What follows belongs to an exercise in optimizing a design on an open flow for small area and a short achievable clock period; a production flow would make more cautious choices.
Only simulation tests tie the RTL to the original design; equivalence was not proved.
The clock port is modelled as an ideal driver; clocking choices that lean on that would not hold on a real chip.
Power and IR drop assume default switching activity.

[design.v]
module rrc_filter #(
	parameter WIDTH = 9
)(
	input logic clk,
	input logic rst,
	input logic signed [WIDTH-1:0] filter_in,
	output logic signed [WIDTH-1:0] filter_out
);
  logic [8:0] sr0, sr1, sr2, sr3, sr4, sr5, sr6, sr7, sr8, sr9, sr10, sr11, sr12, sr13, sr14, sr15, sr16, sr17, sr18, sr19, sr20, sr21, sr22, sr23, sr24, sr25, sr26, sr27;
  always_ff @(posedge clk or posedge rst) begin
    if (rst) begin
      sr0 <= 9'h000;
      sr1 <= 9'h000;
      sr2 <= 9'h000;
      sr3 <= 9'h000;
      sr4 <= 9'h000;
      sr5 <= 9'h000;
      sr6 <= 9'h000;
      sr7 <= 9'h000;
      sr8 <= 9'h000;
      sr9 <= 9'h000;
      sr10 <= 9'h000;
      sr11 <= 9'h000;
      sr12 <= 9'h000;
      sr13 <= 9'h000;
      sr14 <= 9'h000;
      sr15 <= 9'h000;
      sr16 <= 9'h000;
      sr17 <= 9'h000;
      sr18 <= 9'h000;
      sr19 <= 9'h000;
      sr20 <= 9'h000;
      sr21 <= 9'h000;
      sr22 <= 9'h000;
      sr23 <= 9'h000;
      sr24 <= 9'h000;
      sr25 <= 9'h000;
      sr26 <= 9'h000;
      sr27 <= 9'h000;
    end else begin
      sr0 <= filter_in;
      sr1 <= sr0;
      sr2 <= sr1;
      sr3 <= sr2;
      sr4 <= sr3;
      sr5 <= sr4;
      sr6 <= sr5;
      sr7 <= sr6;
      sr8 <= sr7;
      sr9 <= sr8;
      sr10 <= sr9;
      sr11 <= sr10;
      sr12 <= sr11;
      sr13 <= sr12;
      sr14 <= sr13;
      sr15 <= sr14;
      sr16 <= sr15;
      sr17 <= sr16;
      sr18 <= sr17;
      sr19 <= sr18;
      sr20 <= sr19;
      sr21 <= sr20;
      sr22 <= sr21;
      sr23 <= sr22;
      sr24 <= sr23;
      sr25 <= sr24;
      sr26 <= sr25;
      sr27 <= sr26;
    end
  end
  logic [9:0] t0;
  always_ff @(posedge clk or posedge rst) begin
    if (rst) t0 <= 10'd904;
    else t0 <= 10'd904 - {{1{filter_in[8]}}, filter_in};
  end
  logic [9:0] pv0;
  always_ff @(posedge clk or posedge rst) begin
    if (rst) pv0 <= 10'd0;
    else pv0 <= {sr11[8], sr11} + {sr13[8], sr13};
  end
  logic [28:0] cs3;
  logic [35:0] cs2;
  logic [34:0] cs1;
  wire n1 = ~sr26[0];
  wire s2, c3;
  rrc_fa u3 (.a(sr24[0]), .b(sr27[0]), .ci(n1), .s(s2), .co(c3));
  wire s4, c5;
  rrc_fa u5 (.a(sr16[0]), .b(sr18[0]), .ci(sr20[0]), .s(s4), .co(c5));
  wire s6, c7;
  rrc_fa u7 (.a(sr21[0]), .b(sr24[1]), .ci(sr27[1]), .s(s6), .co(c7));
  wire n8 = ~c3;
  wire s9, c10;
  rrc_fa u10 (.a(sr23[0]), .b(sr26[1]), .ci(n8), .s(s9), .co(c10));
  wire n11 = ~s6;
  wire s12, c13;
  rrc_fa u13 (.a(s4), .b(n11), .ci(s9), .s(s12), .co(c13));
  wire s14, c15;
  rrc_fa u15 (.a(sr15[0]), .b(sr16[1]), .ci(sr18[1]), .s(s14), .co(c15));
  wire s16, c17;
  rrc_fa u17 (.a(sr20[1]), .b(sr23[1]), .ci(sr26[2]), .s(s16), .co(c17));
  wire s18, c19;
  rrc_fa u19 (.a(sr21[1]), .b(sr24[2]), .ci(sr27[2]), .s(s18), .co(c19));
  wire n20 = ~c7;
  wire s21, c22;
  rrc_fa u22 (.a(c5), .b(n20), .ci(s14), .s(s21), .co(c22));
  wire n23 = ~s18;
  wire s24, c25;
  rrc_fa u25 (.a(s16), .b(n23), .ci(c10), .s(s24), .co(c25));
  wire s26, c27;
  rrc_fa u27 (.a(s21), .b(c13), .ci(s24), .s(s26), .co(c27));
  wire s28, c29;
  rrc_fa u29 (.a(sr15[1]), .b(sr16[0]), .ci(sr16[2]), .s(s28), .co(c29));
  wire s30, c31;
  rrc_fa u31 (.a(sr17[0]), .b(sr18[2]), .ci(sr20[2]), .s(s30), .co(c31));
  wire s32, c33;
  rrc_fa u33 (.a(sr18[0]), .b(sr21[2]), .ci(sr24[3]), .s(s32), .co(c33));
  wire n34 = ~sr27[3];
  wire s35, c36;
  rrc_fa u36 (.a(sr23[2]), .b(sr26[3]), .ci(n34), .s(s35), .co(c36));
  wire n37 = ~c19;
  wire s38, c39;
  rrc_fa u39 (.a(c15), .b(c17), .ci(n37), .s(s38), .co(c39));
  wire s40, c41;
  rrc_fa u41 (.a(s28), .b(s30), .ci(s35), .s(s40), .co(c41));
  wire n42 = ~s32;
  wire s43, c44;
  rrc_fa u44 (.a(n42), .b(c22), .ci(s38), .s(s43), .co(c44));
  wire s45, c46;
  rrc_fa u46 (.a(s40), .b(c25), .ci(s43), .s(s45), .co(c46));
  wire s47, c48;
  rrc_fa u48 (.a(sr15[2]), .b(sr16[1]), .ci(sr16[3]), .s(s47), .co(c48));
  wire s49, c50;
  rrc_fa u50 (.a(sr17[1]), .b(sr18[3]), .ci(sr20[3]), .s(s49), .co(c50));
  wire s51, c52;
  rrc_fa u52 (.a(sr18[1]), .b(sr21[3]), .ci(sr24[4]), .s(s51), .co(c52));
  wire n53 = ~sr27[4];
  wire s54, c55;
  rrc_fa u55 (.a(sr23[3]), .b(sr26[4]), .ci(n53), .s(s54), .co(c55));
  wire s56, c57;
  rrc_fa u57 (.a(c29), .b(c31), .ci(c36), .s(s56), .co(c57));
  wire s58, c59;
  rrc_fa u59 (.a(s47), .b(s49), .ci(s54), .s(s58), .co(c59));
  wire n60 = ~c39;
  wire s61, c62;
  rrc_fa u62 (.a(c33), .b(s51), .ci(n60), .s(s61), .co(c62));
  wire s63, c64;
  rrc_fa u64 (.a(c41), .b(s56), .ci(s58), .s(s63), .co(c64));
  wire n65 = ~s61;
  wire s66, c67;
  rrc_fa u67 (.a(c44), .b(n65), .ci(s63), .s(s66), .co(c67));
  wire s68, c69;
  rrc_fa u69 (.a(sr15[3]), .b(sr16[2]), .ci(sr16[4]), .s(s68), .co(c69));
  wire s70, c71;
  rrc_fa u71 (.a(sr17[2]), .b(sr18[4]), .ci(sr20[4]), .s(s70), .co(c71));
  wire s72, c73;
  rrc_fa u73 (.a(sr15[0]), .b(sr18[2]), .ci(sr21[4]), .s(s72), .co(c73));
  wire n74 = ~sr24[5];
  wire s75, c76;
  rrc_fa u76 (.a(sr23[4]), .b(sr26[5]), .ci(n74), .s(s75), .co(c76));
  wire s77, c78;
  rrc_fa u78 (.a(c48), .b(c50), .ci(c55), .s(s77), .co(c78));
  wire s79, c80;
  rrc_fa u80 (.a(sr27[5]), .b(c52), .ci(s72), .s(s79), .co(c80));
  wire s81, c82;
  rrc_fa u82 (.a(s68), .b(s70), .ci(s75), .s(s81), .co(c82));
  wire s83, c84;
  rrc_fa u84 (.a(c57), .b(c59), .ci(s77), .s(s83), .co(c84));
  wire n85 = ~s81;
  wire s86, c87;
  rrc_fa u87 (.a(s79), .b(n85), .ci(c62), .s(s86), .co(c87));
  wire n88 = ~s86;
  wire s89, c90;
  rrc_fa u90 (.a(c64), .b(s83), .ci(n88), .s(s89), .co(c90));
  wire s91, c92;
  rrc_fa u92 (.a(sr15[4]), .b(sr16[3]), .ci(sr16[5]), .s(s91), .co(c92));
  wire s93, c94;
  rrc_fa u94 (.a(sr17[3]), .b(sr18[5]), .ci(sr20[5]), .s(s93), .co(c94));
  wire s95, c96;
  rrc_fa u96 (.a(sr15[1]), .b(sr18[3]), .ci(sr21[5]), .s(s95), .co(c96));
  wire n97 = ~sr24[6];
  wire s98, c99;
  rrc_fa u99 (.a(sr23[5]), .b(sr26[6]), .ci(n97), .s(s98), .co(c99));
  wire s100, c101;
  rrc_fa u101 (.a(c69), .b(c71), .ci(c76), .s(s100), .co(c101));
  wire s102, c103;
  rrc_fa u103 (.a(sr27[6]), .b(c73), .ci(s95), .s(s102), .co(c103));
  wire s104, c105;
  rrc_fa u105 (.a(s91), .b(s93), .ci(s98), .s(s104), .co(c105));
  wire s106, c107;
  rrc_fa u107 (.a(c78), .b(c82), .ci(s100), .s(s106), .co(c107));
  wire n108 = ~s104;
  wire s109, c110;
  rrc_fa u110 (.a(c80), .b(s102), .ci(n108), .s(s109), .co(c110));
  wire n111 = ~s109;
  wire s112, c113;
  rrc_fa u113 (.a(c84), .b(s106), .ci(n111), .s(s112), .co(c113));
  wire s114, c115;
  rrc_fa u115 (.a(sr15[5]), .b(sr16[4]), .ci(sr16[6]), .s(s114), .co(c115));
  wire s116, c117;
  rrc_fa u117 (.a(sr17[4]), .b(sr18[6]), .ci(sr20[6]), .s(s116), .co(c117));
  wire s118, c119;
  rrc_fa u119 (.a(sr15[2]), .b(sr18[4]), .ci(sr21[6]), .s(s118), .co(c119));
  wire n120 = ~sr24[7];
  wire s121, c122;
  rrc_fa u122 (.a(sr23[6]), .b(sr26[7]), .ci(n120), .s(s121), .co(c122));
  wire s123, c124;
  rrc_fa u124 (.a(c92), .b(c94), .ci(c99), .s(s123), .co(c124));
  wire s125, c126;
  rrc_fa u126 (.a(sr27[7]), .b(c96), .ci(s118), .s(s125), .co(c126));
  wire s127, c128;
  rrc_fa u128 (.a(s114), .b(s116), .ci(s121), .s(s127), .co(c128));
  wire s129, c130;
  rrc_fa u130 (.a(c101), .b(c105), .ci(s123), .s(s129), .co(c130));
  wire n131 = ~s127;
  wire s132, c133;
  rrc_fa u133 (.a(c103), .b(s125), .ci(n131), .s(s132), .co(c133));
  wire n134 = ~c110;
  wire s135, c136;
  rrc_fa u136 (.a(c107), .b(s129), .ci(n134), .s(s135), .co(c136));
  wire s137, c138;
  rrc_fa u138 (.a(sr15[6]), .b(sr16[5]), .ci(sr16[7]), .s(s137), .co(c138));
  wire s139, c140;
  rrc_fa u140 (.a(sr17[5]), .b(sr18[7]), .ci(sr20[7]), .s(s139), .co(c140));
  wire s141, c142;
  rrc_fa u142 (.a(sr23[7]), .b(sr24[8]), .ci(sr27[8]), .s(s141), .co(c142));
  wire s143, c144;
  rrc_fa u144 (.a(sr15[3]), .b(sr18[5]), .ci(sr21[7]), .s(s143), .co(c144));
  wire s145, c146;
  rrc_fa u146 (.a(c115), .b(c117), .ci(c122), .s(s145), .co(c146));
  wire s147, c148;
  rrc_fa u148 (.a(sr26[8]), .b(c119), .ci(s143), .s(s147), .co(c148));
  wire s149, c150;
  rrc_fa u150 (.a(s137), .b(s139), .ci(s141), .s(s149), .co(c150));
  wire s151, c152;
  rrc_fa u152 (.a(c124), .b(c128), .ci(s145), .s(s151), .co(c152));
  wire n153 = ~s149;
  wire s154, c155;
  rrc_fa u155 (.a(c126), .b(s147), .ci(n153), .s(s154), .co(c155));
  wire n156 = ~c133;
  wire s157, c158;
  rrc_fa u158 (.a(c130), .b(s151), .ci(n156), .s(s157), .co(c158));
  wire s159, c160;
  rrc_fa u160 (.a(sr15[7]), .b(sr16[6]), .ci(sr17[6]), .s(s159), .co(c160));
  wire s161, c162;
  rrc_fa u162 (.a(sr15[4]), .b(sr16[8]), .ci(sr18[6]), .s(s161), .co(c162));
  wire s163, c164;
  rrc_fa u164 (.a(sr18[8]), .b(sr20[8]), .ci(sr23[8]), .s(s163), .co(c164));
  wire s165, c166;
  rrc_fa u166 (.a(sr21[8]), .b(c138), .ci(c140), .s(s165), .co(c166));
  wire n167 = ~c144;
  wire s168, c169;
  rrc_fa u169 (.a(c142), .b(n167), .ci(s159), .s(s168), .co(c169));
  wire n170 = ~c146;
  wire s171, c172;
  rrc_fa u172 (.a(s161), .b(s163), .ci(n170), .s(s171), .co(c172));
  wire n173 = ~c148;
  wire s174, c175;
  rrc_fa u175 (.a(c150), .b(s165), .ci(n173), .s(s174), .co(c175));
  wire n176 = ~s171;
  wire s177, c178;
  rrc_fa u178 (.a(s168), .b(c152), .ci(n176), .s(s177), .co(c178));
  wire n179 = ~c155;
  wire s180, c181;
  rrc_fa u181 (.a(s174), .b(n179), .ci(c158), .s(s180), .co(c181));
  wire s182, c183;
  rrc_fa u183 (.a(sr15[5]), .b(sr15[8]), .ci(sr18[7]), .s(s182), .co(c183));
  wire s184, c185;
  rrc_fa u185 (.a(sr16[7]), .b(sr17[7]), .ci(c160), .s(s184), .co(c185));
  wire s186, c187;
  rrc_fa u187 (.a(c162), .b(c164), .ci(s182), .s(s186), .co(c187));
  wire s188, c189;
  rrc_fa u189 (.a(c166), .b(c169), .ci(s184), .s(s188), .co(c189));
  wire n190 = ~c175;
  wire s191, c192;
  rrc_fa u192 (.a(s186), .b(c172), .ci(n190), .s(s191), .co(c192));
  wire n193 = ~s191;
  wire s194, c195;
  rrc_fa u195 (.a(s188), .b(c178), .ci(n193), .s(s194), .co(c195));
  wire s196, c197;
  rrc_fa u197 (.a(sr15[6]), .b(sr16[8]), .ci(sr17[8]), .s(s196), .co(c197));
  wire n198 = ~sr18[8];
  wire s199, c200;
  rrc_fa u200 (.a(n198), .b(c183), .ci(s196), .s(s199), .co(c200));
  wire n201 = ~c185;
  wire s202, c203;
  rrc_fa u203 (.a(n201), .b(c187), .ci(s199), .s(s202), .co(c203));
  wire n204 = ~c189;
  wire s205, c206;
  rrc_fa u206 (.a(n204), .b(s202), .ci(c192), .s(s205), .co(c206));
  wire s207, c208;
  rrc_fa u208 (.a(sr15[7]), .b(c197), .ci(c200), .s(s207), .co(c208));
  wire s209, c210;
  rrc_fa u210 (.a(cs3[1]), .b(sr11[0]), .ci(sr15[0]), .s(s209), .co(c210));
  wire s211, c212;
  rrc_fa u212 (.a(sr11[1]), .b(sr13[0]), .ci(sr15[1]), .s(s211), .co(c212));
  wire n213 = ~pv0[2];
  wire s214, c215;
  rrc_fa u215 (.a(n213), .b(cs3[2]), .ci(c210), .s(s214), .co(c215));
  wire s216, c217;
  rrc_fa u217 (.a(sr8[0]), .b(sr11[2]), .ci(sr13[1]), .s(s216), .co(c217));
  wire n218 = ~pv0[3];
  wire s219, c220;
  rrc_fa u220 (.a(sr15[2]), .b(n218), .ci(cs3[3]), .s(s219), .co(c220));
  wire s221, c222;
  rrc_fa u222 (.a(cs3[4]), .b(c212), .ci(s216), .s(s221), .co(c222));
  wire s223, c224;
  rrc_fa u224 (.a(s219), .b(c215), .ci(s221), .s(s223), .co(c224));
  wire s225, c226;
  rrc_fa u226 (.a(cs3[5]), .b(cs3[6]), .ci(sr8[1]), .s(s225), .co(c226));
  wire s227, c228;
  rrc_fa u228 (.a(sr11[3]), .b(sr13[2]), .ci(sr15[3]), .s(s227), .co(c228));
  wire s229, c230;
  rrc_fa u230 (.a(sr11[0]), .b(sr15[0]), .ci(pv0[0]), .s(s229), .co(c230));
  wire n231 = ~pv0[4];
  wire s232, c233;
  rrc_fa u233 (.a(n231), .b(c217), .ci(s225), .s(s232), .co(c233));
  wire n234 = ~s229;
  wire s235, c236;
  rrc_fa u236 (.a(s227), .b(c220), .ci(n234), .s(s235), .co(c236));
  wire s237, c238;
  rrc_fa u238 (.a(c222), .b(s232), .ci(s235), .s(s237), .co(c238));
  wire s239, c240;
  rrc_fa u240 (.a(sr8[2]), .b(sr11[4]), .ci(sr13[3]), .s(s239), .co(c240));
  wire s241, c242;
  rrc_fa u242 (.a(sr11[1]), .b(sr15[1]), .ci(pv0[1]), .s(s241), .co(c242));
  wire n243 = ~pv0[5];
  wire s244, c245;
  rrc_fa u245 (.a(sr15[4]), .b(n243), .ci(cs3[7]), .s(s244), .co(c245));
  wire s246, c247;
  rrc_fa u247 (.a(cs3[8]), .b(c226), .ci(c228), .s(s246), .co(c247));
  wire n248 = ~s239;
  wire s249, c250;
  rrc_fa u250 (.a(c230), .b(s241), .ci(n248), .s(s249), .co(c250));
  wire s251, c252;
  rrc_fa u252 (.a(s244), .b(c233), .ci(s246), .s(s251), .co(c252));
  wire n253 = ~s249;
  wire s254, c255;
  rrc_fa u255 (.a(c236), .b(n253), .ci(s251), .s(s254), .co(c255));
  wire s256, c257;
  rrc_fa u257 (.a(cs3[11]), .b(sr8[3]), .ci(sr11[5]), .s(s256), .co(c257));
  wire s258, c259;
  rrc_fa u259 (.a(sr13[0]), .b(sr13[4]), .ci(sr15[5]), .s(s258), .co(c259));
  wire s260, c261;
  rrc_fa u261 (.a(cs3[9]), .b(sr11[2]), .ci(sr15[2]), .s(s260), .co(c261));
  wire n262 = ~cs3[10];
  wire s263, c264;
  rrc_fa u264 (.a(pv0[2]), .b(pv0[6]), .ci(n262), .s(s263), .co(c264));
  wire n265 = ~c242;
  wire s266, c267;
  rrc_fa u267 (.a(c240), .b(n265), .ci(s256), .s(s266), .co(c267));
  wire n268 = ~s260;
  wire s269, c270;
  rrc_fa u270 (.a(s258), .b(c245), .ci(n268), .s(s269), .co(c270));
  wire n271 = ~c247;
  wire s272, c273;
  rrc_fa u273 (.a(s263), .b(n271), .ci(c250), .s(s272), .co(c273));
  wire s274, c275;
  rrc_fa u275 (.a(s266), .b(s269), .ci(c252), .s(s274), .co(c275));
  wire n276 = ~s272;
  wire s277, c278;
  rrc_fa u278 (.a(n276), .b(c255), .ci(s274), .s(s277), .co(c278));
  wire s279, c280;
  rrc_fa u280 (.a(cs3[13]), .b(sr8[4]), .ci(sr11[6]), .s(s279), .co(c280));
  wire s281, c282;
  rrc_fa u282 (.a(sr13[0]), .b(sr13[1]), .ci(sr13[5]), .s(s281), .co(c282));
  wire s283, c284;
  rrc_fa u284 (.a(cs3[12]), .b(sr11[3]), .ci(sr15[3]), .s(s283), .co(c284));
  wire n285 = ~pv0[3];
  wire s286, c287;
  rrc_fa u287 (.a(sr15[6]), .b(pv0[0]), .ci(n285), .s(s286), .co(c287));
  wire n288 = ~pv0[7];
  wire s289, c290;
  rrc_fa u290 (.a(n288), .b(cs3[14]), .ci(c257), .s(s289), .co(c290));
  wire n291 = ~c261;
  wire s292, c293;
  rrc_fa u293 (.a(c259), .b(n291), .ci(s279), .s(s292), .co(c293));
  wire n294 = ~s283;
  wire s295, c296;
  rrc_fa u296 (.a(s281), .b(s286), .ci(n294), .s(s295), .co(c296));
  wire n297 = ~c264;
  wire s298, c299;
  rrc_fa u299 (.a(n297), .b(c267), .ci(s289), .s(s298), .co(c299));
  wire s300, c301;
  rrc_fa u301 (.a(c270), .b(s292), .ci(s295), .s(s300), .co(c301));
  wire n302 = ~c273;
  wire s303, c304;
  rrc_fa u304 (.a(n302), .b(s298), .ci(s300), .s(s303), .co(c304));
  wire s305, c306;
  rrc_fa u306 (.a(cs3[16]), .b(sr8[5]), .ci(sr11[7]), .s(s305), .co(c306));
  wire s307, c308;
  rrc_fa u308 (.a(sr13[1]), .b(sr13[2]), .ci(sr13[6]), .s(s307), .co(c308));
  wire s309, c310;
  rrc_fa u310 (.a(sr11[4]), .b(sr15[4]), .ci(pv0[4]), .s(s309), .co(c310));
  wire n311 = ~pv0[8];
  wire s312, c313;
  rrc_fa u313 (.a(sr15[7]), .b(pv0[1]), .ci(n311), .s(s312), .co(c313));
  wire n314 = ~cs3[15];
  wire s315, c316;
  rrc_fa u316 (.a(cs3[17]), .b(n314), .ci(c280), .s(s315), .co(c316));
  wire n317 = ~c284;
  wire s318, c319;
  rrc_fa u319 (.a(c282), .b(c287), .ci(n317), .s(s318), .co(c319));
  wire s320, c321;
  rrc_fa u321 (.a(s305), .b(s307), .ci(s312), .s(s320), .co(c321));
  wire n322 = ~s309;
  wire s323, c324;
  rrc_fa u324 (.a(n322), .b(c290), .ci(c293), .s(s323), .co(c324));
  wire s325, c326;
  rrc_fa u326 (.a(s315), .b(c296), .ci(s318), .s(s325), .co(c326));
  wire s327, c328;
  rrc_fa u328 (.a(s320), .b(c299), .ci(s323), .s(s327), .co(c328));
  wire s329, c330;
  rrc_fa u330 (.a(c301), .b(s325), .ci(s327), .s(s329), .co(c330));
  wire s331, c332;
  rrc_fa u332 (.a(cs3[19]), .b(sr8[6]), .ci(sr13[2]), .s(s331), .co(c332));
  wire s333, c334;
  rrc_fa u334 (.a(sr13[3]), .b(sr13[7]), .ci(pv0[2]), .s(s333), .co(c334));
  wire s335, c336;
  rrc_fa u336 (.a(sr11[5]), .b(sr11[8]), .ci(sr15[5]), .s(s335), .co(c336));
  wire n337 = ~pv0[9];
  wire s338, c339;
  rrc_fa u339 (.a(sr15[8]), .b(pv0[5]), .ci(n337), .s(s338), .co(c339));
  wire s340, c341;
  rrc_fa u341 (.a(cs3[18]), .b(c306), .ci(c308), .s(s340), .co(c341));
  wire n342 = ~c310;
  wire s343, c344;
  rrc_fa u344 (.a(c313), .b(n342), .ci(s331), .s(s343), .co(c344));
  wire n345 = ~s333;
  wire s346, c347;
  rrc_fa u347 (.a(s335), .b(s338), .ci(n345), .s(s346), .co(c347));
  wire s348, c349;
  rrc_fa u349 (.a(c316), .b(c319), .ci(c321), .s(s348), .co(c349));
  wire n350 = ~s346;
  wire s351, c352;
  rrc_fa u352 (.a(s340), .b(s343), .ci(n350), .s(s351), .co(c352));
  wire s353, c354;
  rrc_fa u354 (.a(c324), .b(c326), .ci(s348), .s(s353), .co(c354));
  wire s355, c356;
  rrc_fa u356 (.a(s351), .b(c328), .ci(s353), .s(s355), .co(c356));
  wire s357, c358;
  rrc_fa u358 (.a(cs3[21]), .b(sr8[7]), .ci(sr13[3]), .s(s357), .co(c358));
  wire s359, c360;
  rrc_fa u360 (.a(sr11[6]), .b(sr13[8]), .ci(sr15[6]), .s(s359), .co(c360));
  wire n361 = ~pv0[6];
  wire s362, c363;
  rrc_fa u363 (.a(sr13[4]), .b(pv0[3]), .ci(n361), .s(s362), .co(c363));
  wire s364, c365;
  rrc_fa u365 (.a(cs3[20]), .b(c332), .ci(c334), .s(s364), .co(c365));
  wire s366, c367;
  rrc_fa u367 (.a(c336), .b(c339), .ci(s359), .s(s366), .co(c367));
  wire s368, c369;
  rrc_fa u369 (.a(s357), .b(s362), .ci(c341), .s(s368), .co(c369));
  wire n370 = ~c347;
  wire s371, c372;
  rrc_fa u372 (.a(c344), .b(s364), .ci(n370), .s(s371), .co(c372));
  wire n373 = ~s366;
  wire s374, c375;
  rrc_fa u375 (.a(n373), .b(c349), .ci(s368), .s(s374), .co(c375));
  wire s376, c377;
  rrc_fa u377 (.a(c352), .b(s371), .ci(c354), .s(s376), .co(c377));
  wire s378, c379;
  rrc_fa u379 (.a(cs3[22]), .b(sr13[4]), .ci(sr13[5]), .s(s378), .co(c379));
  wire s380, c381;
  rrc_fa u381 (.a(sr8[8]), .b(sr11[7]), .ci(sr15[7]), .s(s380), .co(c381));
  wire n382 = ~pv0[4];
  wire s383, c384;
  rrc_fa u384 (.a(pv0[7]), .b(n382), .ci(cs3[23]), .s(s383), .co(c384));
  wire n385 = ~c360;
  wire s386, c387;
  rrc_fa u387 (.a(c358), .b(c363), .ci(n385), .s(s386), .co(c387));
  wire n388 = ~s378;
  wire s389, c390;
  rrc_fa u390 (.a(s380), .b(n388), .ci(s383), .s(s389), .co(c390));
  wire n391 = ~c367;
  wire s392, c393;
  rrc_fa u393 (.a(c365), .b(n391), .ci(s386), .s(s392), .co(c393));
  wire n394 = ~s389;
  wire s395, c396;
  rrc_fa u396 (.a(c369), .b(n394), .ci(c372), .s(s395), .co(c396));
  wire s397, c398;
  rrc_fa u398 (.a(s392), .b(c375), .ci(s395), .s(s397), .co(c398));
  wire s399, c400;
  rrc_fa u400 (.a(sr11[8]), .b(sr13[5]), .ci(sr13[6]), .s(s399), .co(c400));
  wire s401, c402;
  rrc_fa u402 (.a(cs3[25]), .b(cs3[26]), .ci(pv0[8]), .s(s401), .co(c402));
  wire n403 = ~cs3[24];
  wire s404, c405;
  rrc_fa u405 (.a(sr15[8]), .b(pv0[5]), .ci(n403), .s(s404), .co(c405));
  wire n406 = ~c381;
  wire s407, c408;
  rrc_fa u408 (.a(c379), .b(n406), .ci(s399), .s(s407), .co(c408));
  wire n409 = ~s404;
  wire s410, c411;
  rrc_fa u411 (.a(s401), .b(c384), .ci(n409), .s(s410), .co(c411));
  wire n412 = ~c390;
  wire s413, c414;
  rrc_fa u414 (.a(c387), .b(s407), .ci(n412), .s(s413), .co(c414));
  wire n415 = ~s410;
  wire s416, c417;
  rrc_fa u417 (.a(n415), .b(c393), .ci(s413), .s(s416), .co(c417));
  wire s418, c419;
  rrc_fa u419 (.a(cs3[27]), .b(sr13[6]), .ci(sr13[7]), .s(s418), .co(c419));
  wire n420 = ~cs3[28];
  wire s421, c422;
  rrc_fa u422 (.a(pv0[6]), .b(pv0[9]), .ci(n420), .s(s421), .co(c422));
  wire n423 = ~c402;
  wire s424, c425;
  rrc_fa u425 (.a(c400), .b(n423), .ci(s418), .s(s424), .co(c425));
  wire s426, c427;
  rrc_fa u427 (.a(s421), .b(c405), .ci(c408), .s(s426), .co(c427));
  wire n428 = ~c411;
  wire s429, c430;
  rrc_fa u430 (.a(s424), .b(n428), .ci(s426), .s(s429), .co(c430));
  wire n431 = ~sr13[8];
  wire s432, c433;
  rrc_fa u433 (.a(sr13[7]), .b(pv0[7]), .ci(n431), .s(s432), .co(c433));
  wire s434, c435;
  rrc_fa u435 (.a(c419), .b(c422), .ci(s432), .s(s434), .co(c435));
  wire s436, c437;
  rrc_fa u437 (.a(c425), .b(s434), .ci(c427), .s(s436), .co(c437));
  wire n438 = ~sr13[8];
  wire s439, c440;
  rrc_fa u440 (.a(pv0[8]), .b(n438), .ci(c433), .s(s439), .co(c440));
  wire s441, c442;
  rrc_fa u442 (.a(c435), .b(s439), .ci(c437), .s(s441), .co(c442));
  wire s443, c444;
  rrc_fa u444 (.a(cs2[0]), .b(cs2[1]), .ci(sr2[0]), .s(s443), .co(c444));
  wire s445, c446;
  rrc_fa u446 (.a(cs2[3]), .b(sr0[1]), .ci(sr3[0]), .s(s445), .co(c446));
  wire s447, c448;
  rrc_fa u448 (.a(sr6[0]), .b(sr8[0]), .ci(sr10[0]), .s(s447), .co(c448));
  wire s449, c450;
  rrc_fa u450 (.a(cs2[2]), .b(sr2[1]), .ci(sr5[0]), .s(s449), .co(c450));
  wire n451 = ~c444;
  wire s452, c453;
  rrc_fa u453 (.a(n451), .b(s445), .ci(s447), .s(s452), .co(c453));
  wire s454, c455;
  rrc_fa u455 (.a(cs2[4]), .b(sr0[2]), .ci(sr3[1]), .s(s454), .co(c455));
  wire s456, c457;
  rrc_fa u457 (.a(sr6[1]), .b(sr8[1]), .ci(sr10[1]), .s(s456), .co(c457));
  wire n458 = ~sr11[0];
  wire s459, c460;
  rrc_fa u460 (.a(sr2[2]), .b(sr5[1]), .ci(n458), .s(s459), .co(c460));
  wire s461, c462;
  rrc_fa u462 (.a(cs2[5]), .b(c446), .ci(c448), .s(s461), .co(c462));
  wire n463 = ~c450;
  wire s464, c465;
  rrc_fa u465 (.a(n463), .b(s454), .ci(s456), .s(s464), .co(c465));
  wire n466 = ~s459;
  wire s467, c468;
  rrc_fa u468 (.a(n466), .b(c453), .ci(s461), .s(s467), .co(c468));
  wire s469, c470;
  rrc_fa u470 (.a(sr0[3]), .b(sr3[2]), .ci(sr6[2]), .s(s469), .co(c470));
  wire s471, c472;
  rrc_fa u472 (.a(sr8[2]), .b(sr10[0]), .ci(sr10[2]), .s(s471), .co(c472));
  wire s473, c474;
  rrc_fa u474 (.a(sr2[3]), .b(sr5[2]), .ci(sr8[0]), .s(s473), .co(c474));
  wire s475, c476;
  rrc_fa u476 (.a(sr11[1]), .b(cs2[6]), .ci(c455), .s(s475), .co(c476));
  wire n477 = ~c460;
  wire s478, c479;
  rrc_fa u479 (.a(c457), .b(n477), .ci(s469), .s(s478), .co(c479));
  wire n480 = ~s473;
  wire s481, c482;
  rrc_fa u482 (.a(s471), .b(n480), .ci(c462), .s(s481), .co(c482));
  wire s483, c484;
  rrc_fa u484 (.a(s475), .b(c465), .ci(s478), .s(s483), .co(c484));
  wire s485, c486;
  rrc_fa u486 (.a(s481), .b(c468), .ci(s483), .s(s485), .co(c486));
  wire s487, c488;
  rrc_fa u488 (.a(cs2[7]), .b(cs2[8]), .ci(sr0[4]), .s(s487), .co(c488));
  wire s489, c490;
  rrc_fa u490 (.a(sr3[3]), .b(sr6[3]), .ci(sr8[3]), .s(s489), .co(c490));
  wire s491, c492;
  rrc_fa u492 (.a(sr10[1]), .b(sr10[3]), .ci(sr11[2]), .s(s491), .co(c492));
  wire s493, c494;
  rrc_fa u494 (.a(sr2[4]), .b(sr5[3]), .ci(sr8[1]), .s(s493), .co(c494));
  wire n495 = ~c474;
  wire s496, c497;
  rrc_fa u497 (.a(c470), .b(c472), .ci(n495), .s(s496), .co(c497));
  wire s498, c499;
  rrc_fa u499 (.a(s487), .b(s489), .ci(s491), .s(s498), .co(c499));
  wire n500 = ~s493;
  wire s501, c502;
  rrc_fa u502 (.a(n500), .b(c476), .ci(c479), .s(s501), .co(c502));
  wire s503, c504;
  rrc_fa u504 (.a(s496), .b(s498), .ci(c482), .s(s503), .co(c504));
  wire s505, c506;
  rrc_fa u506 (.a(c484), .b(s501), .ci(s503), .s(s505), .co(c506));
  wire s507, c508;
  rrc_fa u508 (.a(sr0[5]), .b(sr3[4]), .ci(sr6[4]), .s(s507), .co(c508));
  wire s509, c510;
  rrc_fa u510 (.a(sr8[4]), .b(sr10[2]), .ci(sr10[4]), .s(s509), .co(c510));
  wire s511, c512;
  rrc_fa u512 (.a(sr2[5]), .b(sr5[4]), .ci(sr8[2]), .s(s511), .co(c512));
  wire n513 = ~sr11[0];
  wire s514, c515;
  rrc_fa u515 (.a(sr11[3]), .b(n513), .ci(cs2[9]), .s(s514), .co(c515));
  wire s516, c517;
  rrc_fa u517 (.a(cs2[10]), .b(c488), .ci(c490), .s(s516), .co(c517));
  wire n518 = ~c494;
  wire s519, c520;
  rrc_fa u520 (.a(c492), .b(n518), .ci(s507), .s(s519), .co(c520));
  wire n521 = ~s511;
  wire s522, c523;
  rrc_fa u523 (.a(s509), .b(n521), .ci(s514), .s(s522), .co(c523));
  wire s524, c525;
  rrc_fa u525 (.a(c497), .b(c499), .ci(s516), .s(s524), .co(c525));
  wire s526, c527;
  rrc_fa u527 (.a(s519), .b(s522), .ci(c502), .s(s526), .co(c527));
  wire s528, c529;
  rrc_fa u529 (.a(s524), .b(c504), .ci(s526), .s(s528), .co(c529));
  wire s530, c531;
  rrc_fa u531 (.a(sr0[6]), .b(sr3[5]), .ci(sr6[5]), .s(s530), .co(c531));
  wire s532, c533;
  rrc_fa u533 (.a(sr8[5]), .b(sr10[3]), .ci(sr10[5]), .s(s532), .co(c533));
  wire s534, c535;
  rrc_fa u535 (.a(sr2[6]), .b(sr5[5]), .ci(sr8[3]), .s(s534), .co(c535));
  wire n536 = ~sr11[1];
  wire s537, c538;
  rrc_fa u538 (.a(sr11[4]), .b(n536), .ci(cs2[11]), .s(s537), .co(c538));
  wire n539 = ~c512;
  wire s540, c541;
  rrc_fa u541 (.a(c508), .b(c510), .ci(n539), .s(s540), .co(c541));
  wire s542, c543;
  rrc_fa u543 (.a(s530), .b(s532), .ci(c515), .s(s542), .co(c543));
  wire n544 = ~s534;
  wire s545, c546;
  rrc_fa u546 (.a(n544), .b(s537), .ci(c517), .s(s545), .co(c546));
  wire s547, c548;
  rrc_fa u548 (.a(c520), .b(s540), .ci(c523), .s(s547), .co(c548));
  wire s549, c550;
  rrc_fa u550 (.a(s542), .b(s545), .ci(c525), .s(s549), .co(c550));
  wire s551, c552;
  rrc_fa u552 (.a(s547), .b(c527), .ci(s549), .s(s551), .co(c552));
  wire s553, c554;
  rrc_fa u554 (.a(cs2[14]), .b(sr0[7]), .ci(sr3[6]), .s(s553), .co(c554));
  wire s555, c556;
  rrc_fa u556 (.a(sr6[6]), .b(sr8[6]), .ci(sr10[4]), .s(s555), .co(c556));
  wire s557, c558;
  rrc_fa u558 (.a(sr2[7]), .b(sr5[6]), .ci(sr8[4]), .s(s557), .co(c558));
  wire n559 = ~sr11[2];
  wire s560, c561;
  rrc_fa u561 (.a(sr10[6]), .b(sr11[5]), .ci(n559), .s(s560), .co(c561));
  wire s562, c563;
  rrc_fa u563 (.a(cs2[12]), .b(cs2[13]), .ci(c531), .s(s562), .co(c563));
  wire n564 = ~c535;
  wire s565, c566;
  rrc_fa u566 (.a(c533), .b(n564), .ci(s553), .s(s565), .co(c566));
  wire s567, c568;
  rrc_fa u568 (.a(s555), .b(c538), .ci(s560), .s(s567), .co(c568));
  wire n569 = ~s557;
  wire s570, c571;
  rrc_fa u571 (.a(n569), .b(c541), .ci(s562), .s(s570), .co(c571));
  wire s572, c573;
  rrc_fa u573 (.a(c543), .b(s565), .ci(s567), .s(s572), .co(c573));
  wire s574, c575;
  rrc_fa u575 (.a(c546), .b(s570), .ci(c548), .s(s574), .co(c575));
  wire s576, c577;
  rrc_fa u577 (.a(s572), .b(c550), .ci(s574), .s(s576), .co(c577));
  wire s578, c579;
  rrc_fa u579 (.a(cs2[15]), .b(cs2[16]), .ci(sr2[8]), .s(s578), .co(c579));
  wire s580, c581;
  rrc_fa u581 (.a(sr3[7]), .b(sr6[7]), .ci(sr8[7]), .s(s580), .co(c581));
  wire s582, c583;
  rrc_fa u583 (.a(sr10[5]), .b(sr10[7]), .ci(sr11[6]), .s(s582), .co(c583));
  wire s584, c585;
  rrc_fa u585 (.a(sr0[8]), .b(sr5[7]), .ci(sr8[5]), .s(s584), .co(c585));
  wire s586, c587;
  rrc_fa u587 (.a(c554), .b(c556), .ci(c561), .s(s586), .co(c587));
  wire s588, c589;
  rrc_fa u589 (.a(sr11[3]), .b(c558), .ci(s584), .s(s588), .co(c589));
  wire s590, c591;
  rrc_fa u591 (.a(s578), .b(s580), .ci(s582), .s(s590), .co(c591));
  wire s592, c593;
  rrc_fa u593 (.a(c563), .b(c566), .ci(s586), .s(s592), .co(c593));
  wire n594 = ~s588;
  wire s595, c596;
  rrc_fa u596 (.a(c568), .b(s590), .ci(n594), .s(s595), .co(c596));
  wire s597, c598;
  rrc_fa u598 (.a(c571), .b(s592), .ci(c573), .s(s597), .co(c598));
  wire s599, c600;
  rrc_fa u600 (.a(s595), .b(c575), .ci(s597), .s(s599), .co(c600));
  wire s601, c602;
  rrc_fa u602 (.a(cs2[18]), .b(sr5[8]), .ci(sr10[6]), .s(s601), .co(c602));
  wire s603, c604;
  rrc_fa u604 (.a(sr3[8]), .b(sr6[8]), .ci(sr8[6]), .s(s603), .co(c604));
  wire s605, c606;
  rrc_fa u606 (.a(sr8[8]), .b(sr10[8]), .ci(sr11[4]), .s(s605), .co(c606));
  wire s607, c608;
  rrc_fa u608 (.a(sr11[7]), .b(cs2[17]), .ci(c579), .s(s607), .co(c608));
  wire n609 = ~c585;
  wire s610, c611;
  rrc_fa u611 (.a(c581), .b(c583), .ci(n609), .s(s610), .co(c611));
  wire n612 = ~s601;
  wire s613, c614;
  rrc_fa u614 (.a(s603), .b(s605), .ci(n612), .s(s613), .co(c614));
  wire s615, c616;
  rrc_fa u616 (.a(c587), .b(s607), .ci(c591), .s(s615), .co(c616));
  wire n617 = ~s610;
  wire s618, c619;
  rrc_fa u619 (.a(c589), .b(n617), .ci(s613), .s(s618), .co(c619));
  wire s620, c621;
  rrc_fa u621 (.a(c593), .b(s615), .ci(c596), .s(s620), .co(c621));
  wire n622 = ~s618;
  wire s623, c624;
  rrc_fa u624 (.a(n622), .b(c598), .ci(s620), .s(s623), .co(c624));
  wire s625, c626;
  rrc_fa u626 (.a(sr8[7]), .b(sr11[5]), .ci(sr11[8]), .s(s625), .co(c626));
  wire s627, c628;
  rrc_fa u628 (.a(cs2[19]), .b(sr10[7]), .ci(cs2[20]), .s(s627), .co(c628));
  wire n629 = ~c604;
  wire s630, c631;
  rrc_fa u631 (.a(cs2[21]), .b(c602), .ci(n629), .s(s630), .co(c631));
  wire n632 = ~s627;
  wire s633, c634;
  rrc_fa u634 (.a(c606), .b(s625), .ci(n632), .s(s633), .co(c634));
  wire s635, c636;
  rrc_fa u636 (.a(c608), .b(c611), .ci(s630), .s(s635), .co(c636));
  wire n637 = ~c616;
  wire s638, c639;
  rrc_fa u639 (.a(c614), .b(s633), .ci(n637), .s(s638), .co(c639));
  wire n640 = ~c619;
  wire s641, c642;
  rrc_fa u642 (.a(s635), .b(n640), .ci(c621), .s(s641), .co(c642));
  wire s643, c644;
  rrc_fa u644 (.a(cs2[22]), .b(cs2[23]), .ci(sr8[8]), .s(s643), .co(c644));
  wire s645, c646;
  rrc_fa u646 (.a(sr10[8]), .b(sr11[6]), .ci(c626), .s(s645), .co(c646));
  wire s647, c648;
  rrc_fa u648 (.a(s643), .b(c628), .ci(c631), .s(s647), .co(c648));
  wire n649 = ~c636;
  wire s650, c651;
  rrc_fa u651 (.a(s645), .b(c634), .ci(n649), .s(s650), .co(c651));
  wire n652 = ~s647;
  wire s653, c654;
  rrc_fa u654 (.a(n652), .b(c639), .ci(s650), .s(s653), .co(c654));
  wire n655 = ~sr11[7];
  wire s656, c657;
  rrc_fa u657 (.a(cs2[24]), .b(n655), .ci(cs2[25]), .s(s656), .co(c657));
  wire s658, c659;
  rrc_fa u659 (.a(cs2[26]), .b(c644), .ci(s656), .s(s658), .co(c659));
  wire n660 = ~c646;
  wire s661, c662;
  rrc_fa u662 (.a(n660), .b(s658), .ci(c648), .s(s661), .co(c662));
  wire s663, c664;
  rrc_fa u664 (.a(cs2[27]), .b(sr11[8]), .ci(cs2[28]), .s(s663), .co(c664));
  wire s665, c666;
  rrc_fa u666 (.a(cs2[29]), .b(c657), .ci(s663), .s(s665), .co(c666));
  wire s667, c668;
  rrc_fa u668 (.a(c659), .b(s665), .ci(c662), .s(s667), .co(c668));
  wire s669, c670;
  rrc_fa u670 (.a(cs2[30]), .b(cs2[31]), .ci(c664), .s(s669), .co(c670));
  wire n671 = ~cs2[33];
  wire s672, c673;
  rrc_fa u673 (.a(cs2[34]), .b(cs2[35]), .ci(n671), .s(s672), .co(c673));
  wire n674 = ~cs1[1];
  wire n675 = ~cs1[2];
  wire n676 = ~t0[9];
  wire n677 = ~cs1[19];
  wire n678 = ~cs1[23];
  wire n679 = ~cs1[25];
  wire n680 = ~cs1[26];
  wire n681 = ~cs1[20];
  wire n682 = ~cs1[28];
  wire s683, c684;
  rrc_ha u684 (.a(cs1[0]), .b(t0[0]), .s(s683), .co(c684));
  wire s685, c686;
  rrc_fa u686 (.a(t0[1]), .b(n675), .ci(cs1[3]), .s(s685), .co(c686));
  wire s687, c688;
  rrc_fa u688 (.a(cs1[5]), .b(t0[2]), .ci(cs1[4]), .s(s687), .co(c688));
  wire s689, c690;
  rrc_ha u690 (.a(cs1[6]), .b(t0[3]), .s(s689), .co(c690));
  wire s691, c692;
  rrc_fa u692 (.a(cs1[8]), .b(t0[4]), .ci(cs1[7]), .s(s691), .co(c692));
  wire s693, c694;
  rrc_fa u694 (.a(t0[5]), .b(cs1[9]), .ci(cs1[10]), .s(s693), .co(c694));
  wire s695, c696;
  rrc_fa u696 (.a(cs1[11]), .b(cs1[12]), .ci(t0[6]), .s(s695), .co(c696));
  wire s697, c698;
  rrc_fa u698 (.a(cs1[13]), .b(cs1[14]), .ci(t0[7]), .s(s697), .co(c698));
  wire s699, c700;
  rrc_fa u700 (.a(cs1[15]), .b(cs1[16]), .ci(t0[8]), .s(s699), .co(c700));
  wire s701, c702;
  rrc_fa u702 (.a(cs1[18]), .b(cs1[17]), .ci(n676), .s(s701), .co(c702));
  wire s703, c704;
  rrc_fa u704 (.a(cs1[21]), .b(n677), .ci(n681), .s(s703), .co(c704));
  wire s705, c706;
  rrc_fa u706 (.a(cs1[20]), .b(cs1[22]), .ci(n678), .s(s705), .co(c706));
  wire s707, c708;
  rrc_fa u708 (.a(cs1[24]), .b(n679), .ci(n680), .s(s707), .co(c708));
  wire n709 = ~cs1[27];
  wire s710, c711;
  rrc_fa u711 (.a(cs1[29]), .b(cs1[30]), .ci(n682), .s(s710), .co(c711));
  wire s712, c713;
  rrc_fa u713 (.a(cs1[31]), .b(cs1[32]), .ci(cs1[28]), .s(s712), .co(c713));
  wire n714 = ~cs1[33];
  always_ff @(posedge clk or posedge rst) begin
    if (rst) cs3 <= 29'b00001100101101100010110011101;
    else cs3 <= {c208, sr15[8], c206, s207, c203, s205, c195, s194, c181, s180, s177, s157, c136, s154, s135, c113, s132, c90, s112, c87, s89, c67, s66, c46, s45, c27, s26, s12, s2};
  end
  always_ff @(posedge clk or posedge rst) begin
    if (rst) cs2 <= 36'b000111101000111001111100000110000001;
    else cs2 <= {c442, c440, pv0[9], s441, s436, c430, c417, s429, c414, c398, s416, c396, s397, c377, s376, c356, s374, s355, c330, s329, c304, c278, s303, c275, s277, s254, c238, s237, c224, s223, s214, s211, s209, pv0[1], pv0[0], cs3[0]};
  end
  always_ff @(posedge clk or posedge rst) begin
    if (rst) cs1 <= 35'b01110011101010001111000101010011010;
    else cs1 <= {c673, s672, c670, cs2[32], c668, s669, c666, s667, c654, c651, s661, s653, c642, s641, c624, s638, s623, c600, s599, c577, s576, c552, s551, c529, s528, c506, s505, c486, s485, s467, s464, s452, s449, s443, sr0[0]};
  end
  wire [18:0] fa_ = {1'b1, cs1[34], n714, s712, s710, n709, s707, s705, s703, s701, s699, s697, s695, s693, s691, s689, s687, s685, n674};
  wire [18:0] fb_ = {1'b0, cs1[33], c713, c711, cs1[27], c708, c706, c704, c702, c700, c698, c696, c694, c692, c690, c688, c686, c684, s683};
  wire [18:0] sum_ = fa_ + fb_;
  wire ovf_ = (sum_[18] != sum_[16]) || (sum_[17] != sum_[16]);
  wire [8:0] y_ = ovf_ ? (sum_[18] ? 9'h100 : 9'h0ff) : sum_[16:8];
  always_ff @(posedge clk or posedge rst) begin
    if (rst) filter_out <= 9'd0;
    else filter_out <= y_;
  end
endmodule
module rrc_fa (input logic a, input logic b, input logic ci, output logic s, output logic co);
  assign s = a ^ b ^ ci;
  assign co = (a & b) | (a & ci) | (b & ci);
endmodule
module rrc_carry8 (input logic [7:0] a, input logic [7:0] b, output logic co);
  wire [8:0] t = {1'b0, a} + {1'b0, b};
  assign co = t[8];
endmodule
module rrc_hsat (input logic [10:0] a, input logic [10:0] b, input logic ci, output logic [8:0] y);
  wire [11:0] t2 = {a, ci} + {b, ci};
  wire [10:0] t = t2[11:1];
  wire ovf = (t[10] != t[8]) || (t[9] != t[8]);
  assign y = ovf ? (t[10] ? 9'h100 : 9'h0ff) : t[8:0];
endmodule
module rrc_fa1 (input logic a, input logic b, output logic s, output logic co);
  assign s = ~(a ^ b);
  assign co = a | b;
endmodule
module rrc_ha (input logic a, input logic b, output logic s, output logic co);
  assign s = a ^ b;
  assign co = a & b;
endmodule
[standard.sh]
#!/bin/bash
# synth_recipe.tcl (not shown) runs the flow's synth.tcl, then flattens the netlist and writes it again
# the make line also repeats each setting of config.mk as NAME=value (left out here)
make -C /OpenROAD-flow-scripts/flow DESIGN_CONFIG=/design/flow/config.mk WORK_HOME=/design/flow/orfs CLKGATE_MAP_FILE= SYNTH_SCRIPT=/design/flow/synth_recipe.tcl "${@:-finish}"
[flow/run.sh]
#!/bin/bash
# Own layout flow: the standard ORFS flow (standard.sh, unchanged synthesis), with
#  - timing repair aimed below the design's period (SETUP_SLACK_MARGIN; the SDC is unchanged),
#  - port buffers of a normal buffer cell rather than the smallest one,
#  - after CTS, the clock port drives the tree's branch buffers directly, split in two (flow/flatten_clock_root.tcl).
# Each step's full log is kept by ORFS under orfs/logs/; make's own output goes to flow.log.
set -uo pipefail
here=$(pwd)
bash standard.sh SETUP_SLACK_MARGIN=7.58 "BUFFER_PORTS_ARGS=-buffer_cell sky130_fd_sc_hd__buf_2" \
  "POST_CTS_TCL=$here/flow/flatten_clock_root.tcl" finish > flow.log 2>&1
[constraint.sdc]
create_clock -name core_clock -period 10.5 [get_ports {clk}]
set_input_delay 2.1000 -clock core_clock [delete_from_list [all_inputs] [get_ports {clk}]]
set_output_delay 2.1000 -clock core_clock [all_outputs]
set_load 0.01 [all_outputs]
[flow/flatten_clock_root.tcl]
# POST_CTS hook. CTS builds root buffer -> branch buffers -> leaf buffers -> registers.
# 1. Drop the root buffer: the clock port then feeds the branch buffers directly.
set block [ord::get_db_block]
set clknet [$block findNet clk]

proc loads_of {net} {
  set l {}
  foreach it [$net getITerms] { if {[$it isInputSignal]} { lappend l $it } }
  return $l
}
proc out_net {inst} {
  foreach it [$inst getITerms] { if {[$it isOutputSignal]} { return [$it getNet] } }
  return ""
}

set roots [loads_of $clknet]
puts "clock hook: clock port feeds [llength $roots] cell(s)"
if {[llength $roots] == 1} {
  set root [[lindex $roots 0] getInst]
  set out [out_net $root]
  set loads [loads_of $out]
  if {[llength $loads] <= 4 && [llength $loads] > 0} {
    foreach it $loads {
      set pname "[[$it getInst] getName]/[[$it getMTerm] getName]"
      disconnect_pin [$out getName] $pname
      connect_pin clk $pname
    }
    set rname [$root getName]
    set oname [$out getName]
    delete_instance $rname
    delete_net $oname
    puts "clock hook: removed root $rname"
  }
}

set branches [loads_of $clknet]
set nsplit [expr {4 / max(1, [llength $branches])}]
if {[llength $branches] <= 2} {
  set k 0
  foreach bit $branches {
    set b [$bit getInst]
    set bnet [out_net $b]
    set leaves [loads_of $bnet]
    if {[llength $leaves] < 4} continue
    # split the leaves in two halves along the wider spread of their positions
    set pts {}
    foreach it $leaves {
      set li [$it getInst]
      set loc [$li getLocation]
      lappend pts [list $it [lindex $loc 0] [lindex $loc 1]]
    }
    set xs [lmap p $pts {lindex $p 1}]
    set ys [lmap p $pts {lindex $p 2}]
    set dx [expr {[tcl::mathfunc::max {*}$xs] - [tcl::mathfunc::min {*}$xs]}]
    set dy [expr {[tcl::mathfunc::max {*}$ys] - [tcl::mathfunc::min {*}$ys]}]
    set idx [expr {$dx >= $dy ? 1 : 2}]
    set pts [lsort -integer -index $idx $pts]
    set half [expr {[llength $pts] / 2}]
    set moved [lrange $pts $half end]
    set master [[$b getMaster] getName]
    set nname "clkhook_split_${k}"
    set netname "clkhook_net_${k}"
    incr k
    set newnet [odb::dbNet_create $block $netname]
    $newnet setSigType CLOCK
    set inst [odb::dbInst_create $block [[ord::get_db] findMaster $master] $nname]
    set sx 0; set sy 0
    foreach p $moved { set sx [expr {$sx + [lindex $p 1]}]; set sy [expr {$sy + [lindex $p 2]}] }
    set n [llength $moved]
    $inst setLocation [expr {$sx / $n}] [expr {$sy / $n}]
    $inst setPlacementStatus PLACED
    [$inst findITerm A] connect $clknet
    [$inst findITerm X] connect $newnet
    foreach p $moved {
      set it [lindex $p 0]
      $it disconnect
      $it connect $newnet
    }
    # move the original branch buffer to the centroid of the leaves it keeps
    set sx 0; set sy 0
    set kept [lrange $pts 0 [expr {$half - 1}]]
    foreach p $kept { set sx [expr {$sx + [lindex $p 1]}]; set sy [expr {$sy + [lindex $p 2]}] }
    set n [llength $kept]
    $b setLocation [expr {$sx / $n}] [expr {$sy / $n}]
    puts "clock hook: split [$b getName] ([llength $leaves] leaves) into two"
  }
  detailed_placement
  check_placement -verbose
}
estimate_parasitics -placement
report_clock_latency
[config.mk]
export PLATFORM = sky130hd
export DESIGN_NAME = rrc_filter
export DESIGN_NICKNAME = rrc_filter
export VERILOG_FILES = /design/flow/design.v
export SDC_FILE = /design/flow/constraint.sdc
export NUM_CORES = 4
export LEC_CHECK = 0
export ABC_CLOCK_PERIOD_IN_PS = 800
export CAP_MARGIN = 20
export CORE_MARGIN = 2
export CORE_UTILIZATION = 70
export CTS_BUF_LIST = sky130_fd_sc_hd__clkbuf_16
export CTS_CLUSTER_DIAMETER = 80
export CTS_CLUSTER_SIZE = 30
export PLACE_DENSITY = 0.75
export SLEW_MARGIN = 20
export SYNTH_HIERARCHICAL = 1
==> run_summary.xml, run 1 <==
<?xml version="1.0" encoding="UTF-8"?>
<metrics>
  <group name="cts">
    <metric name="clock_sinks" unit="">378</metric>
    <metric name="cts_tree" unit="">yes</metric>
    <metric name="clkSlewWorstSetupHoldPaths" unit="ns">0.12</metric>
    <metric name="worstSkewPairLatency" unit="ns">0.34</metric>
  </group>
  <group name="sta">
    <metric name="rsz0062_at_grt" unit="">yes</metric>
    <metric name="post-route-min-period" unit="ns">2.97</metric>
    <metric name="final_max_slew_viol_count" unit="">0</metric>
    <metric name="final-hold-violation-count" unit="">0</metric>
    <metric name="postLayoutSetupSlackWorst" unit="ns">7.53</metric>
    <metric name="max_clock_freq" unit="GHz">0.337</metric>
    <metric name="timing.final.crit_share" unit="">0.283</metric>
    <metric name="report.final.setup_viol" unit="">0</metric>
    <metric name="fin_setup_tns" unit="ns">0</metric>
    <metric name="timing.clock.skew" unit="ns">0.0357</metric>
    <metric name="slew_headroom" unit="">0.528</metric>
    <metric name="slew_at_the_pin_with_the_worst_max_slew_slack" unit="ns">0.704</metric>
  </group>
  <group name="power_and_ir_drop">
    <metric name="power_density" unit="nW/µm²">321</metric>
    <metric name="static_leakage" unit="nW">8.34</metric>
    <metric name="netSwitchingPower" unit="mW">2.42</metric>
    <metric name="p_clk_frac" unit="">0.126</metric>
    <metric name="share_comb_of_total_power" unit="">0.540</metric>
    <metric name="peakVddDrop" unit="mV">0.308</metric>
    <metric name="switching_share" unit="">0.394</metric>
    <metric name="cell_internal_pwr" unit="mW">3.73</metric>
    <metric name="seqPwrFrac" unit="">0.334</metric>
  </group>
  <group name="critical_path">
    <metric name="arrival" unit="ns">3.23</metric>
    <metric name="critical_path.slowest_cell" unit="">fa_2</metric>
    <metric name="required_time_at_the_endpoint_of_the_critical_path" unit="ns">10.76</metric>
    <metric name="path_depth" unit="">5</metric>
    <metric name="crit_fanout" unit="">4</metric>
    <metric name="worstSetupPathType" unit="">reg -&gt; reg</metric>
    <metric name="worst_path_largest_cell_delay" unit="ns">0.55</metric>
    <metric name="path_buf_inv" unit="">0</metric>
    <metric name="r2r_cells" unit="">5</metric>
    <metric name="setup_crit_end_kind" unit="">flop</metric>
    <metric name="timing.critical_path.from_type" unit="">flop</metric>
    <metric name="crit_top_cell" unit="">fa_2</metric>
    <metric name="worst_path_dominant_cell_family" unit="">adder cells</metric>
    <metric name="path_cells" unit="">fa_1 -&gt; fa_2 -&gt; fa_2 -&gt; fa_2 -&gt; fa_1</metric>
  </group>
  <group name="grt">
    <metric name="grt_pass1_vias" unit="">8988</metric>
    <metric name="initial_antenna_violation_count" unit="">0</metric>
    <metric name="gr-total-overflow" unit="">0</metric>
    <metric name="grt_max_degree" unit="">87</metric>
    <metric name="grt_first_pass_wirelength" unit="mm">50.1</metric>
    <metric name="grt_util_all_layers" unit="">0.261</metric>
  </group>
  <group name="logic_synthesis">
    <metric name="ys.flop_type" unit="">dfrtp_1</metric>
    <metric name="post_synth.cell_area_avg" unit="µm²">17.9</metric>
    <metric name="part_of_the_yosys_area_used_for_sequential_elements" unit="">0.550</metric>
    <metric name="synthesis.yosys.warnings" unit="">7</metric>
    <metric name="synth-edff-count" unit="">0</metric>
    <metric name="post_synth_arst_share" unit="">1.00</metric>
    <metric name="syn-instance-count" unit="">968</metric>
    <metric name="syn-num-nets" unit="">1305</metric>
    <metric name="syn-cell-area" unit="µm²">17300</metric>
    <metric name="ys_types" unit="">51</metric>
    <metric name="ys_seq_elements" unit="">378</metric>
  </group>
  <group name="placement">
    <metric name="hpwlAfterDp" unit="mm">21.9</metric>
    <metric name="count_of_input_and_output_buffers" unit="">19</metric>
    <metric name="place_ws" unit="ns">5.74</metric>
    <metric name="gp_routability_congestion" unit="">0.885</metric>
  </group>
  <group name="flow_run">
    <metric name="drv.max_cap_violation_count" unit="">0</metric>
  </group>
  <group name="floorplanning">
    <metric name="core.rowCount" unit="">57</metric>
    <metric name="die_w" unit="µm">161</metric>
    <metric name="floorplan.die_area" unit="µm²">26000</metric>
    <metric name="floorplan.initialDensity" unit="">0.713</metric>
    <metric name="core_region_area" unit="µm²">24300</metric>
    <metric name="dieHeight" unit="µm">161</metric>
    <metric name="io_pins" unit="">20</metric>
  </group>
  <group name="finish">
    <metric name="layout_commonest_cell" unit="">dfrtp_1</metric>
    <metric name="finish.utilization" unit="">0.788</metric>
    <metric name="syn_to_final_growth" unit="%">10.6</metric>
    <metric name="ff_latch_area" unit="µm²">9570</metric>
    <metric name="insertedDiodeCount" unit="">0</metric>
    <metric name="layout.filler_cells" unit="">1274</metric>
    <metric name="nets" unit="">1391</metric>
    <metric name="multi_input_area" unit="µm²">7540</metric>
    <metric name="layout_cells_sized_above_1" unit="">0.257</metric>
    <metric name="most_frequent_cells_in_the_layout" unit="">dfrtp_1 (290), fa_1 (239), inv_1 (130), fa_2 (58), dfstp_2 (52)</metric>
  </group>
  <group name="worst_hold_path">
    <metric name="min_path_cells" unit="">0</metric>
    <metric name="min_path_type" unit="">reg -&gt; reg</metric>
  </group>
  <group name="detailed_routing">
    <metric name="vias_per_cell" unit="">5.46</metric>
    <metric name="ant_nets" unit="">0</metric>
    <metric name="firstDrtPassIters" unit="">6</metric>
    <metric name="detail_route.wirelength" unit="mm">31.2</metric>
    <metric name="drc_viols" unit="">0</metric>
    <metric name="avgRoutedWirePerCell" unit="µm">22.5</metric>
    <metric name="via_count" unit="">7579</metric>
    <metric name="drt_iter0_markers" unit="">464</metric>
  </group>
  <group name="run_status">
    <metric name="outcome" unit="">finished clean</metric>
  </group>
</metrics>
==> per-module statistics from Yosys, one instance, submodules excluded <==
module / flops+latches / area [µm²] / copies in the design
rrc_filter: 378 / 11400 / 1
rrc_fa: 0 / 20.0 / 296
rrc_ha: 0 / 12.5 / 2
==> area by class of cell, without the clock buffers <==
type,instances,area share
clock inverters,11,0.00385
well taps,324,0.0211
repair inverters,2,0.000653
repair buffers,67,0.0318
multi-input cells,459,0.393
plain buffers,2,0.00261
inverters,128,0.0255
flip-flops and latches,378,0.499
==> power groups by stage <==
stage | Sequential, mW | Clock, mW | Combinational [mW]
floorplan | 2.04 | 0 | 2.34
global placement | 2.08 | 0 | 2.92
finish | 2.05 | 0.777 | 3.32
detailed placement | 2.09 | 0 | 3.08
global route | 2.09 | 0.849 | 3.76
==> sequential cells by signal, summed over array words and instances, names as in the netlist, 10 cells and up <==
signal,cells
cs3,29
cs1,34
pv0,10
cs2,36
==> routing by layer <==
| layer | routed length [µm] | up-vias | share of wire | GRT usage |
|---|---|---|---|---|
| li1 | - | 3139 | - | - |
| met1 | 13000 | 4270 | 0.42 | 0.389 |
| met2 | 16700 | 127 | 0.53 | 0.433 |
| met3 | 924 | 43 | 0.030 | 0.0339 |
| met4 | 631 | 0 | 0.020 | 0.0540 |
| met5 | 0 | - | 0 | 0 |
==> worst register-to-register path: cells and delay by family, from the launching register on <==
kind	cells	cell delay (ns)
adders and majority gates	5	2.39
DFF	1	0.51
==> final timing paths <==
kind | startpoint | endpoint | slack [ns]
max | sr8[5]$_DFF_PP0_ | cs2[18]$_DFF_PP1_ | 7.53
min in group asynchronous | rst | cs3[16]$_DFF_PP0_ | 1.87
max in group asynchronous | rst | t0[3]$_DFF_PP1_ | 7.82
max reg2reg | sr8[5]$_DFF_PP0_ | cs2[18]$_DFF_PP1_ | 7.53
min reg2reg | sr12[5]$_DFF_PP0_ | sr13[5]$_DFF_PP0_ | 0.33
min | sr12[5]$_DFF_PP0_ | sr13[5]$_DFF_PP0_ | 0.33
==> cell usage after synthesis (5+ instances only) <==
master   instances  area [µm²]
dfrtp_1        326        8160
fa_1           297        5950
inv_1          127         477
dfstp_2         52        1370
ha_1            29         363
a21oi_1         24         120
xnor2_1         12         105
nand2_1          9        33.8
xor2_1           9        78.8
a21o_1           7        52.6
nor3_1           7        35.0
o21ai_0          7        35.0
nor2_1           5        18.8
==> kinds of logic after synthesis <==
logic type | count (synthesis) | share of synthesized area
xor+xnor | 22 | 0.0122
simple gates | 36 | 0.0110
flops | 378 | 0.550
compound gates | 75 | 0.0341
fa+ha+maj | 326 | 0.364
buf+inv | 131 | 0.0292
==> per-stage QoR <==
stage | hold slack, ns | total power, mW | cell area (µm²) | std cells
3_3_place_gp | 0.331 | 5.00 | 17900 | 1311
2_1_floorplan | 0.331 | 4.37 | 17300 | 968
5_1_grt | 0.344 | 6.70 | 19200 | 1388
6_report | 0.326 | 6.15 | 19200 | 1388
3_5_place_dp | 0.335 | 5.17 | 17900 | 1311
==> inputs of run 2 (changes only) <==
--- a/flow/run.sh
+++ b/flow/run.sh
@@ -6,5 +6,5 @@
 # Each step's full log is kept by ORFS under orfs/logs/; make's own output goes to flow.log.
 set -uo pipefail
 here=$(pwd)
-bash standard.sh SETUP_SLACK_MARGIN=7.58 "BUFFER_PORTS_ARGS=-buffer_cell sky130_fd_sc_hd__buf_2" \
+bash standard.sh SETUP_SLACK_MARGIN=7.5 "BUFFER_PORTS_ARGS=-buffer_cell sky130_fd_sc_hd__buf_2" \
   "POST_CTS_TCL=$here/flow/flatten_clock_root.tcl" finish > flow.log 2>&1
==> run 2 against run 1 <==
Worst setup slack gained 0.0011 ns; wire length shrank 3.7%; die area unchanged; sequential power about the same; final cell count is 1.1% lower.
==> run_summary.xml, run 2 <==
<?xml version="1.0" encoding="UTF-8"?>
<metrics>
  <group name="grt">
    <metric name="grt_max_degree" unit="">85</metric>
    <metric name="grt_first_pass_wirelength" unit="mm">49.1</metric>
    <metric name="top_usage_layer" unit="">met2</metric>
    <metric name="grt_util_all_layers" unit="">0.255</metric>
    <metric name="met1_track_demand_over_resource_in_global_routing" unit="">0.374</metric>
  </group>
  <group name="cts">
    <metric name="worstSkewPairLatency" unit="ns">0.33</metric>
    <metric name="clock_sinks" unit="">378</metric>
    <metric name="cts_tree" unit="">yes</metric>
    <metric name="clkSlewWorstSetupHoldPaths" unit="ns">0.11</metric>
  </group>
  <group name="finish">
    <metric name="insertedDiodeCount" unit="">0</metric>
    <metric name="layout_cells_sized_above_1" unit="">0.194</metric>
    <metric name="most_frequent_cells_in_the_layout" unit="">dfrtp_1 (295), fa_1 (283), inv_1 (131), dfstp_2 (52), dfrtp_2 (31)</metric>
  </group>
  <group name="placement">
    <metric name="hpwlAfterDp" unit="mm">22.1</metric>
  </group>
  <group name="logic_synthesis">
    <metric name="synthTopCellsByArea" unit="">dfrtp_1 (47%), fa_1 (34%), dfstp_2 (7.9%), inv_1 (2.8%), ha_1 (2.1%)</metric>
    <metric name="yosysMostFrequentCell" unit="">dfrtp_1</metric>
    <metric name="yosysTopAreaCell" unit="">dfrtp_1</metric>
    <metric name="syn-instance-count" unit="">968</metric>
    <metric name="ys.flop_type" unit="">dfrtp_1</metric>
    <metric name="synthMuxAreaShare" unit="">0</metric>
    <metric name="post_synth.cell_area_avg" unit="µm²">17.9</metric>
    <metric name="syn-cell-area" unit="µm²">17300</metric>
    <metric name="ys_types" unit="">51</metric>
  </group>
  <group name="critical_path">
    <metric name="critical_path.slowest_cell" unit="">dfrtp_2</metric>
    <metric name="worstSetupPathType" unit="">reg -&gt; reg</metric>
    <metric name="required_time_at_the_endpoint_of_the_critical_path" unit="ns">10.70</metric>
    <metric name="timing.critical_path.from_type" unit="">flop</metric>
    <metric name="crit_top_cell" unit="">fa_1</metric>
    <metric name="crit_fanout" unit="">3</metric>
    <metric name="reg2reg_from" unit="">sr8[6]$_DFF_PP0_</metric>
    <metric name="arrival" unit="ns">3.16</metric>
    <metric name="worst_path_largest_cell_delay" unit="ns">0.47</metric>
    <metric name="path_buf_inv" unit="">3</metric>
  </group>
  <group name="sta">
    <metric name="rsz0062_at_grt" unit="">yes</metric>
    <metric name="post-route-min-period" unit="ns">2.97</metric>
    <metric name="final-hold-violation-count" unit="">0</metric>
    <metric name="report.final.setup_viol" unit="">0</metric>
    <metric name="timing.hold.ws" unit="ns">0.336</metric>
    <metric name="max_clock_freq" unit="GHz">0.337</metric>
    <metric name="timing.final.crit_share" unit="">0.282</metric>
  </group>
  <group name="floorplanning">
    <metric name="floorplan.die_area" unit="µm²">26000</metric>
    <metric name="core_region_area" unit="µm²">24300</metric>
    <metric name="core.rowCount" unit="">57</metric>
    <metric name="io_pins" unit="">20</metric>
  </group>
  <group name="detailed_routing">
    <metric name="drc_viols" unit="">0</metric>
    <metric name="ant_nets" unit="">0</metric>
    <metric name="via_count" unit="">7409</metric>
  </group>
  <group name="power_and_ir_drop">
    <metric name="power_density" unit="nW/µm²">312</metric>
  </group>
  <group name="run_status">
    <metric name="outcome" unit="">finished clean</metric>
  </group>
  <group name="worst_hold_path">
    <metric name="min_path_type" unit="">reg -&gt; reg</metric>
  </group>
</metrics>
[run 2: cells by family (layout without fill, tap and decap cells)]
group | count (synthesis) | count (layout)
compound gates | 75 | 75
xor+xnor | 22 | 22
fa+ha+maj | 326 | 326
buf+inv | 131 | 212
flops | 378 | 378
simple gates | 36 | 36
[run 2: final cells by class, without the clock buffers]
| cell class | count | area, µm² | area share |
|---|---|---|---|
| clock inverters | 10 | 101 | 0.00538 |
| flip-flops and latches | 378 | 9560 | 0.508 |
| inverters | 128 | 489 | 0.0260 |
| well taps | 324 | 405 | 0.0215 |
| multi-input cells | 459 | 7370 | 0.391 |
| repair inverters | 2 | 12.5 | 0.000664 |
| repair buffers | 54 | 452 | 0.0240 |
| plain buffers | 2 | 50.0 | 0.00266 |
[run 2: worst max-delay path by stage]
stage                           from                 to  slack [ns]  cells past startpoint
floorplan                        rst  cs1[10]$_DFF_PP0_        3.36                      1
global placement                 rst  cs3[22]$_DFF_PP0_        5.87                      4
detailed placement               rst  cs3[21]$_DFF_PP0_        5.77                      4
global route        sr8[6]$_DFF_PP0_  cs2[23]$_DFF_PP1_        7.48                      6
finish              sr8[6]$_DFF_PP0_  cs1[23]$_DFF_PP0_        7.53                      8
[run 2: stage by stage]
step           instances  setup WS, ns
6_report            1373          7.53
5_1_grt             1373          7.48
3_5_place_dp        1311          5.77
3_3_place_gp        1311          5.87
2_1_floorplan        968          3.36
[run 2: report_power, final]
group	total (mW)	switching [mW]	internal [mW]
combinational	3.06	1.67	1.38
sequential	2.05	0.181	1.87
clock	0.774	0.424	0.350
total	5.88	2.28	3.60
[run 2: worst register-to-register path: cells and delay by family (launching register included)]
| family | cells | cell delay [ns] |
|---|---|---|
| buf+inv | 3 | 0.32 |
| fa+ha+maj | 5 | 2.05 |
| flops | 1 | 0.47 |
[run 2: metal layers]
metal	up-vias	part of all wire	wire, µm
met5	-	0	0
met4	0	0.027	823
met3	51	0.025	750
met2	105	0.52	15500
met1	4142	0.43	12900
li1	3111	-	-
[run 2: per-module statistics from Yosys (local to each module, per instance)]
module,cell area (µm²),flip-flops and latches,cells
rrc_filter,11400,378,670
rrc_fa,20.0,0,1
rrc_ha,12.5,0,1

==> port drivers added, routing unchanged <==
The results above use ideal ports. As a check the final layouts listed here were re-extracted and re-timed, cells and wires unchanged. Step 1: set_driving_cell puts a clkbuf_16 on clk and a buf_2 on each other input, an assumption about the parent block. Step 2 times the ports against the registers' clock, not the clock port: input delays grow and output delays shrink by t, the midpoint of the rising clock arrivals with the driver on. a / b / c = no drivers / after step 1 / after step 2; a / b = the first two.
run | t, ns | setup slack, ns
run 1 | 0.423 | 7.533 / 7.481 / 7.332
run 2 | 0.412 | 7.534 / 7.473 / 7.222
After both steps every run listed still meets setup and hold.
